From an optimization exercise on the open Yosys and OpenROAD flow, aimed at small area; shortcuts taken in it are not production practice.
The RTL was checked by simulation tests, not by an equivalence proof against the original design.
Power figures rest on the tool's default switching activity, not on a simulated workload.

## ADS8688
module ADS8688
(
input wire rst_n,
input CLK_50M,
output clk_100,
output reg CS,
output wire SCLK,
output reg SDI,
input SDO,
output reg RST,
output reg [15:0] rddat7,rddat6,rddat5,rddat0,rddat4,rddat3,outRMS,
input [11:0] dataAddr,
input RDdata
);
export LEC_CHECK = 0
export CAP_MARGIN = 20
export CORE_MARGIN = 2
export CORE_UTILIZATION = 70
export CTS_BUF_LIST = sky130_fd_sc_hd__clkbuf_8
export CTS_CLUSTER_DIAMETER = 50
export CTS_CLUSTER_SIZE = 16
export PLACE_DENSITY = 0.75
export SLEW_MARGIN = 20
create_clock -name core_clock -period 10.0 [get_ports {CLK_50M}]
standard.sh (not shown) runs the stock make flow with config.mk's settings and CLKGATE_MAP_FILE= SYNTH_SCRIPT=/design/flow/synth_recipe.tcl, a recipe that flattens the netlist after the stock synthesis.
==> flow/flow/run.sh <==
#!/bin/bash
# The standard layout (standard.sh), changed in three ways:
#  - synthesis maps the logic with an area-oriented ABC script (flow/area.abc)
#    instead of ORFS's speed script; everything else in synthesis is the standard flow's own
#    synth_recipe.tcl, so the registers are the standard synthesis's;
#  - port buffers are sky130_fd_sc_hd__buf_1 (every port still gets one);
#  - CTS inserts no dummy loads.
# make's output goes to flow.log; ORFS writes each step's log under orfs/logs.
set -euo pipefail
W=$PWD
F=$W/flow
{
  echo "proc abc {args} { set i \[lsearch -exact \$args -script\]; if {\$i >= 0} { lset args \[expr {\$i + 1}\] $F/area.abc }; yosys abc {*}\$args }"
  cat "$W/synth_recipe.tcl"
} > "$W/area_synth.tcl"
sed -e "s#SYNTH_SCRIPT=[^ ]*#SYNTH_SCRIPT=$W/area_synth.tcl#" "$W/standard.sh" > "$W/area_standard.sh"
grep -q "SYNTH_SCRIPT=$W/area_synth.tcl" "$W/area_standard.sh"
export BUFFER_PORTS_ARGS="-buffer_cell sky130_fd_sc_hd__buf_1"
export CTS_ARGS="-sink_clustering_enable -repair_clock_nets -sink_clustering_size 16 -sink_clustering_max_diameter 50 -buf_list sky130_fd_sc_hd__clkbuf_8 -dont_use_dummy_load"
bash "$W/area_standard.sh" > "$W/flow.log" 2>&1
==> flow/flow/area.abc <==
strash
dch -f
amap
topo
The baseline stopped in 1_2_yosys.
Then changed:
--- a/flow/flow/run.sh
+++ b/flow/flow/run.sh
@@ -12,3 +12,4 @@
 {
-  echo "proc abc {args} { set i \[lsearch -exact \$args -script\]; if {\$i >= 0} { lset args \[expr {\$i + 1}\] $F/area.abc }; yosys abc {*}\$args }"
+  echo "set ::area_abc_script $F/area.abc"
+  echo "source $F/abc_proc.tcl"
   cat "$W/synth_recipe.tcl"
==> flow/flow/abc_proc.tcl (new file) <==
# Point yosys's abc call at the area-oriented script; all other arguments stay.
proc abc {args} {
  set i [lsearch -exact $args -script]
  if {$i >= 0} { lset args [expr {$i + 1}] $::area_abc_script }
  yosys abc {*}$args
}
After rerunning: With this change the flow completed without violations.

* * *

## P
The RTL this note starts from:
==> flow/design.v <==
module OverZero
(
	input  [15:0] datain,
	input  [15:0] zero,
	output        flag
);
	assign flag = (datain > zero);
endmodule
module ADS8688
(
input wire rst_n,
input CLK_50M,
output clk_100,
output reg CS,
output wire SCLK,
output reg SDI,
input SDO,
output reg RST,
output reg [15:0] rddat7,rddat6,rddat5,rddat0,rddat4,rddat3,outRMS,
input [11:0] dataAddr,
input RDdata
);
reg [1:0] ph;
wire spi_rise = (ph == 2'd2);
wire spi_fall = (ph == 2'd1);
always @(posedge CLK_50M or negedge rst_n)
	if (!rst_n)
		ph <= 2'd0;
	else if (ph == 2'd2)
		ph <= 2'd0;
	else
		ph <= ph + 2'd1;
assign SCLK = ~CS & (ph != 2'd2);
reg [6:0] cnt;
reg [3:0] order;
reg [15:0] rddat;
wire frame_end = (cnt > 7'd82);
reg [15:0] cmd;
always @(*)
	case (order)
	4'd0:  cmd = 16'h0B00;
	4'd1:  cmd = 16'h1901;
	4'd2:  cmd = 16'h1701;
	4'd3:  cmd = 16'h1501;
	4'd4:  cmd = 16'h0B01;
	4'd5:  cmd = 16'h1301;
	4'd6:  cmd = 16'h1101;
	4'd7:  cmd = 16'hDC00;
	4'd8:  cmd = 16'hD800;
	4'd9:  cmd = 16'hD400;
	4'd10: cmd = 16'hC000;
	4'd11: cmd = 16'hD000;
	4'd12: cmd = 16'hCC00;
	default: cmd = 16'hCC00;
	endcase
always @(posedge CLK_50M or negedge rst_n)
	if (!rst_n) begin
		cnt <= 7'd0;
		CS <= 1'b0;
		RST <= 1'b0;
		order <= 4'd0;
		SDI <= 1'b0;
	end else if (spi_rise) begin
		RST <= 1'b1;
		if (frame_end) begin
			CS <= 1'b1;
			cnt <= 7'd40;
			order <= (order == 4'd12) ? 4'd7 : order + 4'd1;
		end else begin
			CS <= (cnt < 7'd50);
			cnt <= cnt + 7'd1;
		end
		if (cnt >= 7'd50 && cnt <= 7'd65)
			SDI <= cmd[4'd15 - cnt[3:0] + 4'd2];
	end
always @(posedge CLK_50M)
	if (spi_fall && order > 4'd6 && cnt >= 7'd67 && cnt <= 7'd82)
		rddat <= {rddat[14:0], SDO};
always @(posedge CLK_50M or negedge rst_n)
	if (!rst_n) begin
		rddat7 <= 16'd0;
		rddat6 <= 16'd0;
		rddat5 <= 16'd0;
		rddat0 <= 16'd0;
		rddat4 <= 16'd0;
		rddat3 <= 16'd0;
	end else if (spi_rise && frame_end) begin
		if (order == 4'd7)  rddat3 <= rddat;
		if (order == 4'd8)  rddat7 <= rddat;
		if (order == 4'd9)  rddat6 <= rddat;
		if (order == 4'd10) rddat5 <= rddat;
		if (order == 4'd11) rddat0 <= rddat;
		if (order == 4'd12) rddat4 <= rddat;
	end
OverZero OverZero_inst
(
	.datain(rddat6),
	.zero(16'd32768),
	.flag(clk_100)
);
reg cs_d;
always @(posedge CLK_50M or negedge rst_n)
	if (!rst_n)
		cs_d <= 1'b0;
	else
		cs_d <= CS;
wire evt = CS & ~cs_d;
reg r1, r2;
reg [15:0] cnt50;
reg [15:0] max_cnt;
reg pvalid;       
reg accp;         
reg zf;           
wire latch = r1 & ~r2 & (cnt50 > 16'd100);
always @(posedge CLK_50M or negedge rst_n)
	if (!rst_n) begin
		r1 <= 1'b0;
		r2 <= 1'b0;
		cnt50 <= 16'd0;
		pvalid <= 1'b0;
		accp <= 1'b0;
	end else if (evt) begin
		r1 <= clk_100;
		r2 <= r1;
		cnt50 <= latch ? 16'd0 : cnt50 + 16'd1;
		accp <= ~latch;
		if (latch)
			pvalid <= 1'b1;
	end
wire t0 = (cnt[1:0] == 2'd0) && (ph == 2'd0);
wire win = (cnt >= 7'd44) && (cnt <= 7'd67);
wire [2:0] p = cnt[4:2] - 3'd3;    
wire win_end = (cnt == 7'd67) && (ph == 2'd2);
always @(posedge CLK_50M or negedge rst_n)
	if (!rst_n)
		zf <= 1'b1;
	else if (evt && latch)
		zf <= 1'b1;
	else if (win_end && accp)
		zf <= 1'b0;
reg [47:0] ring7, ring6, ring5, ring0, ring4, ring3;
reg [47:0] Power_7, Power_6, Power_5, Power_0, Power_4, Power_3;
reg [15:0] x;
reg [3:0] rsel;
always @(*)
	case (p)
	3'd0: begin x = rddat7; rsel = ring7[3:0]; end
	3'd1: begin x = rddat6; rsel = ring6[3:0]; end
	3'd2: begin x = rddat5; rsel = ring5[3:0]; end
	3'd3: begin x = rddat0; rsel = ring0[3:0]; end
	3'd4: begin x = rddat4; rsel = ring4[3:0]; end
	default: begin x = rddat3; rsel = ring3[3:0]; end
	endcase
wire c = ~x[15];
wire [14:0] v = x[14:0] ^ {15{c}};
reg [3:0] m;
always @(*)
	case ({cnt[1:0], ph})
	4'b0000: m = v[3:0];
	4'b0001: m = v[7:4];
	4'b0010: m = v[11:8];
	4'b0100: m = {1'b0, v[14:12]};
	default: m = 4'd0;
	endcase
reg [15:0] acc;
wire [15:0] acc_in = t0 ? (c ? {v, 1'b1} : 16'd0) : acc;
wire [19:0] s = acc_in + v * m;
always @(posedge CLK_50M)
	acc <= s[19:4];
reg cy;
wire [4:0] sum = (zf ? 4'd0 : rsel) + s[3:0] + (t0 ? 1'b0 : cy);
always @(posedge CLK_50M)
	cy <= sum[4];
wire act = win & accp;
always @(posedge CLK_50M) begin
	ring7 <= {(act && p == 3'd0) ? sum[3:0] : ring7[3:0], ring7[47:4]};
	ring6 <= {(act && p == 3'd1) ? sum[3:0] : ring6[3:0], ring6[47:4]};
	ring5 <= {(act && p == 3'd2) ? sum[3:0] : ring5[3:0], ring5[47:4]};
	ring0 <= {(act && p == 3'd3) ? sum[3:0] : ring0[3:0], ring0[47:4]};
	ring4 <= {(act && p == 3'd4) ? sum[3:0] : ring4[3:0], ring4[47:4]};
	ring3 <= {(act && p == 3'd5) ? sum[3:0] : ring3[3:0], ring3[47:4]};
end
always @(posedge CLK_50M)
	if (evt && latch) begin
		Power_7 <= ring7;
		Power_6 <= ring6;
		Power_5 <= ring5;
		Power_0 <= ring0;
		Power_4 <= ring4;
		Power_3 <= ring3;
		max_cnt <= cnt50;
	end
always @(posedge CLK_50M or negedge rst_n)
	if (!rst_n)
		outRMS <= 16'd0;
	else if (RDdata) begin
		if (!pvalid)
			outRMS <= 16'd0;
		else
			case (dataAddr[7:0])
			8'd0:  outRMS <= Power_7[47:32];
			8'd1:  outRMS <= Power_7[31:16];
			8'd2:  outRMS <= Power_7[15:0];
			8'd3:  outRMS <= Power_6[47:32];
			8'd4:  outRMS <= Power_6[31:16];
			8'd5:  outRMS <= Power_6[15:0];
			8'd6:  outRMS <= Power_5[47:32];
			8'd7:  outRMS <= Power_5[31:16];
			8'd8:  outRMS <= Power_5[15:0];
			8'd9:  outRMS <= Power_0[47:32];
			8'd10: outRMS <= Power_0[31:16];
			8'd11: outRMS <= Power_0[15:0];
			8'd12: outRMS <= Power_4[47:32];
			8'd13: outRMS <= Power_4[31:16];
			8'd14: outRMS <= Power_4[15:0];
			8'd15: outRMS <= Power_3[47:32];
			8'd16: outRMS <= Power_3[31:16];
			8'd17: outRMS <= Power_3[15:0];
			8'd18: outRMS <= max_cnt;
			default: outRMS <= 16'd0;
			endcase
	end
endmodule
Settings: LEC_CHECK=0, CAP_MARGIN=20, CORE_MARGIN=2, CORE_UTILIZATION=70, CTS_BUF_LIST=sky130_fd_sc_hd__clkbuf_8, CTS_CLUSTER_DIAMETER=50, CTS_CLUSTER_SIZE=16, PLACE_DENSITY=0.75, SLEW_MARGIN=20; clock period 10.0 ns.
==> flow/flow/run.sh <==
#!/bin/bash
# The standard layout (standard.sh), changed in three ways:
#  - synthesis maps the logic with an area-oriented ABC script (flow/area.abc)
#    instead of ORFS's speed script; everything else in synthesis is the standard flow's own
#    synth_recipe.tcl, so the registers are the standard synthesis's;
#  - port buffers are sky130_fd_sc_hd__buf_1 (every port still gets one);
#  - CTS inserts no dummy loads.
# make's output goes to flow.log; ORFS writes each step's log under orfs/logs.
set -euo pipefail
W=$PWD
F=$W/flow
{
  echo "proc abc {args} { set i \[lsearch -exact \$args -script\]; if {\$i >= 0} { lset args \[expr {\$i + 1}\] $F/area.abc }; yosys abc {*}\$args }"
  cat "$W/synth_recipe.tcl"
} > "$W/area_synth.tcl"
sed -e "s#SYNTH_SCRIPT=[^ ]*#SYNTH_SCRIPT=$W/area_synth.tcl#" "$W/standard.sh" > "$W/area_standard.sh"
grep -q "SYNTH_SCRIPT=$W/area_synth.tcl" "$W/area_standard.sh"
export BUFFER_PORTS_ARGS="-buffer_cell sky130_fd_sc_hd__buf_1"
export CTS_ARGS="-sink_clustering_enable -repair_clock_nets -sink_clustering_size 16 -sink_clustering_max_diameter 50 -buf_list sky130_fd_sc_hd__clkbuf_8 -dont_use_dummy_load"
bash "$W/area_standard.sh" > "$W/flow.log" 2>&1
==> flow/flow/area.abc <==
&get -n
&st
&dch -f
&nf -p -a -R 1000
&put
topo
Stage in which a tool error killed P: synthesis (1_2_yosys).
--- input diff P..Q ---
Settings: CTS_BUF_LIST now sky130_fd_sc_hd__clkbuf_4, was sky130_fd_sc_hd__clkbuf_8; CTS_CLUSTER_SIZE no longer set, was 16; CTS_CLUSTER_DIAMETER no longer set, was 50.
==> flow/run.sh (new file) <==
#!/bin/bash
# synth_recipe.tcl (not shown) runs the flow's synth.tcl, then flattens the netlist and writes it again
# the make line also repeats each setting of config.mk as NAME=value (left out here)
make -C /OpenROAD-flow-scripts/flow DESIGN_CONFIG=/design/flow/config.mk WORK_HOME=/design/flow/orfs CLKGATE_MAP_FILE= SYNTH_SCRIPT=/design/flow/synth_recipe.tcl finish
removed: flow/flow/run.sh
removed: flow/flow/area.abc
removed: flow/standard.sh
Results
- Q completed end to end with timing, DRC and antenna clean.
Here is what was changed in the inputs of R compared with Q.
Settings: CTS_CLUSTER_SIZE: unset -> 16; CTS_BUF_LIST: sky130_fd_sc_hd__clkbuf_4 -> sky130_fd_sc_hd__clkbuf_8; CTS_CLUSTER_DIAMETER: unset -> 50.
Findings:
R has completed all stages; timing, DRC and antenna checks passed. Comparing R against Q, there is no change at all in area after synthesis. The global-route usage of R is lower than that of Q. Q has higher total routed wirelength than R. Relative contribution of sequential cells to total power ended up 10 points higher on R than on Q. Per the comparison of R with Q, share of total power in the clock network saw a decrease, headroom to the max-slew limit climbed 0.28 points, setup slack lower. Against Q, via count in R fell by a few percent. | worst hold margin | lower: Q |. Clock network area share was lower in the run labelled R. The final reports for R and Q show detail-routed net length per standard cell higher in the former.
#### Input delta (S over R)
==> flow/flow/run.sh (new file) <==
#!/bin/bash
# The standard layout (standard.sh), changed in three ways:
#  - synthesis maps the logic with an area-oriented ABC script (flow/area.abc)
#    instead of ORFS's speed script; everything else in synthesis is the standard flow's own
#    synth_recipe.tcl, so the registers are the standard synthesis's;
#  - port buffers are sky130_fd_sc_hd__buf_1 (every port still gets one);
#  - CTS inserts no dummy loads.
# make's output goes to flow.log; ORFS writes each step's log under orfs/logs.
set -euo pipefail
W=$PWD
F=$W/flow
{
  echo "set ::area_abc_script $F/area.abc"
  echo "source $F/abc_proc.tcl"
  cat "$W/synth_recipe.tcl"
} > "$W/area_synth.tcl"
sed -e "s#SYNTH_SCRIPT=[^ ]*#SYNTH_SCRIPT=$W/area_synth.tcl#" "$W/standard.sh" > "$W/area_standard.sh"
grep -q "SYNTH_SCRIPT=$W/area_synth.tcl" "$W/area_standard.sh"
export BUFFER_PORTS_ARGS="-buffer_cell sky130_fd_sc_hd__buf_1"
export CTS_ARGS="-sink_clustering_enable -repair_clock_nets -sink_clustering_size 16 -sink_clustering_max_diameter 50 -buf_list sky130_fd_sc_hd__clkbuf_8 -dont_use_dummy_load"
bash "$W/area_standard.sh" > "$W/flow.log" 2>&1
==> flow/flow/abc_proc.tcl (new file) <==
# Point yosys's abc call at the area-oriented script; all other arguments stay.
proc abc {args} {
  set i [lsearch -exact $args -script]
  if {$i >= 0} { lset args [expr {$i + 1}] $::area_abc_script }
  yosys abc {*}$args
}
==> flow/flow/area.abc (new file) <==
&get -n
&st
&dch -f
&nf -p -a -R 1000
&put
topo
==> flow/standard.sh (new file) <==
#!/bin/bash
# synth_recipe.tcl (not shown) runs the flow's synth.tcl, then flattens the netlist and writes it again
# the make line also repeats each setting of config.mk as NAME=value (left out here)
make -C /OpenROAD-flow-scripts/flow DESIGN_CONFIG=/design/flow/config.mk WORK_HOME=/design/flow/orfs CLKGATE_MAP_FILE= SYNTH_SCRIPT=/design/flow/synth_recipe.tcl "${@:-finish}"
removed: flow/run.sh
Notes after the runs:
Between S and R, it is S whose total of plain and repair buffers excluding clock buffers is higher, by 3.8%. Worst setup margin was lower in the run labelled R. Re final-layout worst hold slack: S is 15 ps down on R. Against R as the reference, S delivers a lower final net count. Combinational share of power ends up higher on R. S against R: global-route usage over all layers lower, design area now smaller. On register-to-register slack, the lower figure sits with R, not S. Comparing R with S, the latest clock arrival within the worst-skew pair came out essentially unchanged.
Setup changes, S to T
Settings: CTS_CLUSTER_SIZE: 16 -> unset; CTS_BUF_LIST: sky130_fd_sc_hd__clkbuf_8 -> unset; PLACE_DENSITY: 0.75 -> 0.6; CTS_CLUSTER_DIAMETER: 50 -> unset; CORE_UTILIZATION: 70 -> 40.
==> flow/run.sh (new file) <==
#!/bin/bash
# synth_recipe.tcl (not shown) runs the flow's synth.tcl, then flattens the netlist and writes it again
# the make line also repeats each setting of config.mk as NAME=value (left out here)
make -C /OpenROAD-flow-scripts/flow DESIGN_CONFIG=/design/flow/config.mk WORK_HOME=/design/flow/orfs CLKGATE_MAP_FILE= SYNTH_SCRIPT=/design/flow/synth_recipe.tcl finish
removed: flow/flow/run.sh
removed: flow/flow/abc_proc.tcl
removed: flow/flow/area.abc
removed: flow/standard.sh
## What came out
- T against S; number of placement rows is up by more than a quarter.
- Compared to S, T has worst hold slack 7.2 ps higher.
- Sort S and T by power per cell area, descending, and T comes first.
- Combined area of the multi-input logic cells went up by more than 10% going from S to T.
- Against S, T comes in 14% higher on synthesized cell count.
- T has setup slack above what S had.
- Compared with S, in T number of standard cells in the layout, taps in and fillers out rose by about 27%, via count rose by 8.9%.

[what the ideal ports hide]
How much do the figures lean on ideal ports? The routed layouts below were timed once more, with nothing changed but the port constraints. Step 1, drivers: a clkbuf_16 drives CLK_50M and a buf_2 each remaining input, both assumed. Step 2, shift: input delay + t, output delay - t, t = (earliest + latest rising clock arrival at the registers) / 2. This alone moves slack from input paths to output paths. a / b / c = ideal / step 1 / step 2; a / b = the first two.
| run | t (ns) | setup WS [ns] | hold slack, ns | slew at the worst register clock pin (ns) |
|---|---|---|---|---|
| the second run of note 1 | 0.708 | 1.492 / 1.492 / 1.492 | 0.301 / 0.301 / 0.301 | 0.10 / 0.10 |
| Q | 1.007 | 2.470 / 2.470 / 2.470 | 0.289 / 0.289 / 0.289 | 0.08 / 0.08 |
| R | 0.736 | 2.457 / 2.457 / 2.457 | 0.344 / 0.344 / 0.344 | 0.11 / 0.11 |
| S | 0.709 | 2.583 / 2.583 / 2.583 | 0.329 / 0.329 / 0.329 | 0.10 / 0.10 |
| T | 0.683 | 2.763 / 2.763 / 2.763 | 0.337 / 0.337 / 0.337 | 0.07 / 0.07 |
After both steps setup and hold are still met in every run listed.
